Source: an optimization exercise on an open RTL-to-GDS flow (aim: small area and a short achievable clock period). Production flows keep margins and buffers that such runs may drop.
Only simulation tests tie the RTL to the original design; equivalence was not proved.

==> wip/violet <==
// calc_core
module calc_core (
	input clk,
	input [12:0] op_a,       
	input [12:0] op_b,       
	input [3:0] operator,    
	output [6:0] hex0,       
	output [6:0] hex1,
	output [6:0] hex2,
	output [6:0] hex3,
	output [6:0] hex4,
	output [6:0] hex5,       
	output [6:0] hex6        
);
==> module binaryToBcd, before the edit <==
module binaryToBcd(
	input [19:0] bin,
	output [23:0] bcd
);
	function [3:0] add3;
		input [3:0] d;
		begin
			add3[3] = d[3] | (d[2] & d[0]) | (d[2] & d[1]);
			add3[2] = (d[3] & d[0]) | (d[2] & ~d[1] & ~d[0]);
			add3[1] = (d[3] & ~d[0]) | (~d[2] & d[1]) | (d[1] & d[0]);
			add3[0] = (d[3] & ~d[0]) | (~d[3] & ~d[2] & d[0]) | (d[2] & d[1] & ~d[0]);
		end
	endfunction
	reg [43:0] s;
	integer i, d;
	always @(*) begin
		s = {24'd0, bin};
		for (i = 0; i < 20; i = i + 1) begin
			for (d = 0; d < 6; d = d + 1)
				s[20 + 4*d +: 4] = add3(s[20 + 4*d +: 4]);
			s = s << 1;
		end
	end
	assign bcd = s[43:20];
endmodule
Settings: LEC_CHECK=0, CAP_MARGIN=20, CORE_MARGIN=2, CORE_UTILIZATION=40, SLEW_MARGIN=20; clock period 20.0 ns.
run.sh (not shown) runs the stock make flow with config.mk's settings and CLKGATE_MAP_FILE= SYNTH_SCRIPT=/design/flow/synth_recipe.tcl, a recipe that flattens the netlist after the stock synthesis.
==> inputs of wip/sierra, as changes to wip/violet <==
--- a/flow/design.v
+++ b/flow/design.v
@@ -33,10 +33,13 @@
 	function [3:0] add3;
 		input [3:0] d;
-		begin
-			add3[3] = d[3] | (d[2] & d[0]) | (d[2] & d[1]);
-			add3[2] = (d[3] & d[0]) | (d[2] & ~d[1] & ~d[0]);
-			add3[1] = (d[3] & ~d[0]) | (~d[2] & d[1]) | (d[1] & d[0]);
-			add3[0] = (d[3] & ~d[0]) | (~d[3] & ~d[2] & d[0]) | (d[2] & d[1] & ~d[0]);
-		end
+		case (d)
+			4'd5: add3 = 4'd8;
+			4'd6: add3 = 4'd9;
+			4'd7: add3 = 4'd10;
+			4'd8: add3 = 4'd11;
+			4'd9: add3 = 4'd12;
+			4'd10, 4'd11, 4'd12, 4'd13, 4'd14, 4'd15: add3 = 4'bxxxx;
+			default: add3 = d;
+		endcase
 	endfunction
 	reg [43:0] s;
ABC_AREA = 1   (was default)
CORE_UTILIZATION = 60   (was 40)
==> inputs of wip/umber, as changes to wip/violet <==
--- a/flow/design.v
+++ b/flow/design.v
@@ -33,10 +33,13 @@
 	function [3:0] add3;
 		input [3:0] d;
-		begin
-			add3[3] = d[3] | (d[2] & d[0]) | (d[2] & d[1]);
-			add3[2] = (d[3] & d[0]) | (d[2] & ~d[1] & ~d[0]);
-			add3[1] = (d[3] & ~d[0]) | (~d[2] & d[1]) | (d[1] & d[0]);
-			add3[0] = (d[3] & ~d[0]) | (~d[3] & ~d[2] & d[0]) | (d[2] & d[1] & ~d[0]);
-		end
+		case (d)
+			4'd5: add3 = 4'd8;
+			4'd6: add3 = 4'd9;
+			4'd7: add3 = 4'd10;
+			4'd8: add3 = 4'd11;
+			4'd9: add3 = 4'd12;
+			4'd10, 4'd11, 4'd12, 4'd13, 4'd14, 4'd15: add3 = 4'bxxxx;
+			default: add3 = d;
+		endcase
 	endfunction
 	reg [43:0] s;
==> flow/flow/run.sh (new file) <==
#!/bin/bash
# Own layout flow: the standard ORFS flow, with synthesis mapping the
# logic with flow/abc_area.script and without extracting adder cells.
set -euo pipefail
WORK=$(pwd)
rm -rf "$WORK/scripts_own"
cp -r "$FLOW_HOME/scripts" "$WORK/scripts_own"
cp "$WORK/flow/abc_area.script" "$WORK/scripts_own/abc_area.script"
EXTRA=""
[ -f "$WORK/flow/extra.txt" ] && EXTRA=$(cat "$WORK/flow/extra.txt")
bash standard.sh finish ABC_AREA=1 ADDER_MAP_FILE= SCRIPTS_DIR="$WORK/scripts_own" $EXTRA > "$WORK/flow_make.log" 2>&1
==> flow/flow/abc_area.script (new file) <==
strash
dch
amap
topo
stime -c
buffer -c
upsize -c
dnsize -c
==> flow/standard.sh (new file) <==
#!/bin/bash
# synth_recipe.tcl (not shown) runs the flow's synth.tcl, then flattens the netlist and writes it again
# the make line also repeats each setting of config.mk as NAME=value (left out here)
make -C /OpenROAD-flow-scripts/flow DESIGN_CONFIG=/design/flow/config.mk WORK_HOME=/design/flow/orfs CLKGATE_MAP_FILE= SYNTH_SCRIPT=/design/flow/synth_recipe.tcl "${@:-finish}"
ABC_AREA = 1   (was default)
CORE_UTILIZATION = 60   (was 40)
removed: flow/run.sh
==> inputs of wip/yarrow, as changes to wip/violet <==
--- a/flow/design.v
+++ b/flow/design.v
@@ -33,10 +33,13 @@
 	function [3:0] add3;
 		input [3:0] d;
-		begin
-			add3[3] = d[3] | (d[2] & d[0]) | (d[2] & d[1]);
-			add3[2] = (d[3] & d[0]) | (d[2] & ~d[1] & ~d[0]);
-			add3[1] = (d[3] & ~d[0]) | (~d[2] & d[1]) | (d[1] & d[0]);
-			add3[0] = (d[3] & ~d[0]) | (~d[3] & ~d[2] & d[0]) | (d[2] & d[1] & ~d[0]);
-		end
+		case (d)
+			4'd5: add3 = 4'd8;
+			4'd6: add3 = 4'd9;
+			4'd7: add3 = 4'd10;
+			4'd8: add3 = 4'd11;
+			4'd9: add3 = 4'd12;
+			4'd10, 4'd11, 4'd12, 4'd13, 4'd14, 4'd15: add3 = 4'bxxxx;
+			default: add3 = d;
+		endcase
 	endfunction
 	reg [43:0] s;
==> flow/flow/run.sh (new file) <==
#!/bin/bash
# Own layout flow: the standard ORFS flow, with synthesis mapping the
# logic with flow/abc_area.script and without extracting adder cells.
set -euo pipefail
WORK=$(pwd)
rm -rf "$WORK/scripts_own"
cp -r "$FLOW_HOME/scripts" "$WORK/scripts_own"
cp "$WORK/flow/abc_area.script" "$WORK/scripts_own/abc_area.script"
EXTRA=""
[ -f "$WORK/flow/extra.txt" ] && EXTRA=$(cat "$WORK/flow/extra.txt")
bash standard.sh finish ABC_AREA=1 ADDER_MAP_FILE= SCRIPTS_DIR="$WORK/scripts_own" $EXTRA > "$WORK/flow_make.log" 2>&1
==> flow/flow/abc_area.script (new file) <==
strash
dch
map -B 0.9
topo
stime -c
buffer -c
upsize -c
dnsize -c
==> flow/standard.sh (new file) <==
#!/bin/bash
# synth_recipe.tcl (not shown) runs the flow's synth.tcl, then flattens the netlist and writes it again
# the make line also repeats each setting of config.mk as NAME=value (left out here)
make -C /OpenROAD-flow-scripts/flow DESIGN_CONFIG=/design/flow/config.mk WORK_HOME=/design/flow/orfs CLKGATE_MAP_FILE= SYNTH_SCRIPT=/design/flow/synth_recipe.tcl "${@:-finish}"
ABC_AREA = 1   (was default)
CORE_UTILIZATION = 60   (was 40)
removed: flow/run.sh
==> notes.md <==
metric	wip/violet	wip/yarrow	wip/umber	wip/sierra
Worst hold-check slack	4630 ps	4469 ps	4660 ps	4694 ps
Estimated wirelength of the detail-placed design	27,340 um	20,070 um	18,510 um	20,000 um
Final core utilization	44.08%	67.75%	68.72%	66.98%
First-pass GRT wire length	59,550 um	41,700 um	38,010 um	39,470 um
Top cell type's share of synthesized area	11.28%	23.03%	20.11%	14.48%
Post-layout nets	2,060	2,138	1,683	1,976
Hold wc startpoint	op_b[12]	operator[3]	op_b[12]	operator[3]
Simple-gate portion of the synthesized area	25.42%	52.19%	37.23%	34.97%
Result of the run	complete, no violations	complete, no violations	complete, no violations	complete, no violations
Routed length on met3	1226 um	952 um	1135 um	576 um
Sum of met2 wire segment lengths after detailed routing	17,230 um	10,950 um	10,870 um	11,740 um
Number of gates on the worst path with buffers counted	28	49	72	41
Maximum clock rate	0.07179 GHz	0.09321 GHz	0.06135 GHz	0.08745 GHz
Fill cell total of the finished layout	3,343	1,617	1,343	1,628
Slew at the pin closest to its max-slew limit	1112 ps	1056 ps	866.3 ps	1088 ps
Leading cell type in the layout, fill and taps excluded	sky130_fd_sc_hd__nor2_1	sky130_fd_sc_hd__nand2_1	sky130_fd_sc_hd__nor2_1	sky130_fd_sc_hd__nand2_1
Core area	32,620 um^2	16,640 um^2	13,770 um^2	17,120 um^2
Clock-pin slew of the registers on the worst-case setup and hold paths	60 ps	70 ps	60 ps	60 ps
Worst relative slew slack	25.87%	29.33%	42.25%	27.23%

re-timing with driven ports:
How much do the figures lean on ideal ports? The routed layouts below were timed once more, with nothing changed but the port constraints. Step 1, drivers: a clkbuf_16 drives clk and a buf_2 each remaining input, both assumed. Step 2 moves the port delays by t, midway between the first and last clock arrival at a register: inputs arrive t later, outputs are due t later. That takes back most of the time a late clock gives input paths. Slacks: ideal ports / drivers / drivers and shift; pairs: ideal ports / drivers.
run | t (ns) | setup slack, ns | worst hold slack (ns) | clock arrival spread, ns | pins driven straight from the clock port
wip/violet | 0.298 | 6.071 / 6.032 / 6.330 | 4.630 / 4.613 / 4.911 | 0.008 / 0.008 | 1
wip/sierra | 0.290 | 8.565 / 8.575 / 8.285 | 4.694 / 4.683 / 4.973 | 0.004 / 0.004 | 1
wip/umber | 0.290 | 3.701 / 3.668 / 3.959 | 4.660 / 4.654 / 4.922 | 0.008 / 0.009 | 1
wip/yarrow | 0.309 | 9.271 / 9.230 / 9.539 | 4.469 / 4.448 / 4.757 | 0.012 / 0.012 | 1
After both steps setup and hold are still met in every run listed. For wip/sierra, which loses most, drivers alone change the setup slack by +0.010 ns; drivers and shift together by -0.280 ns.
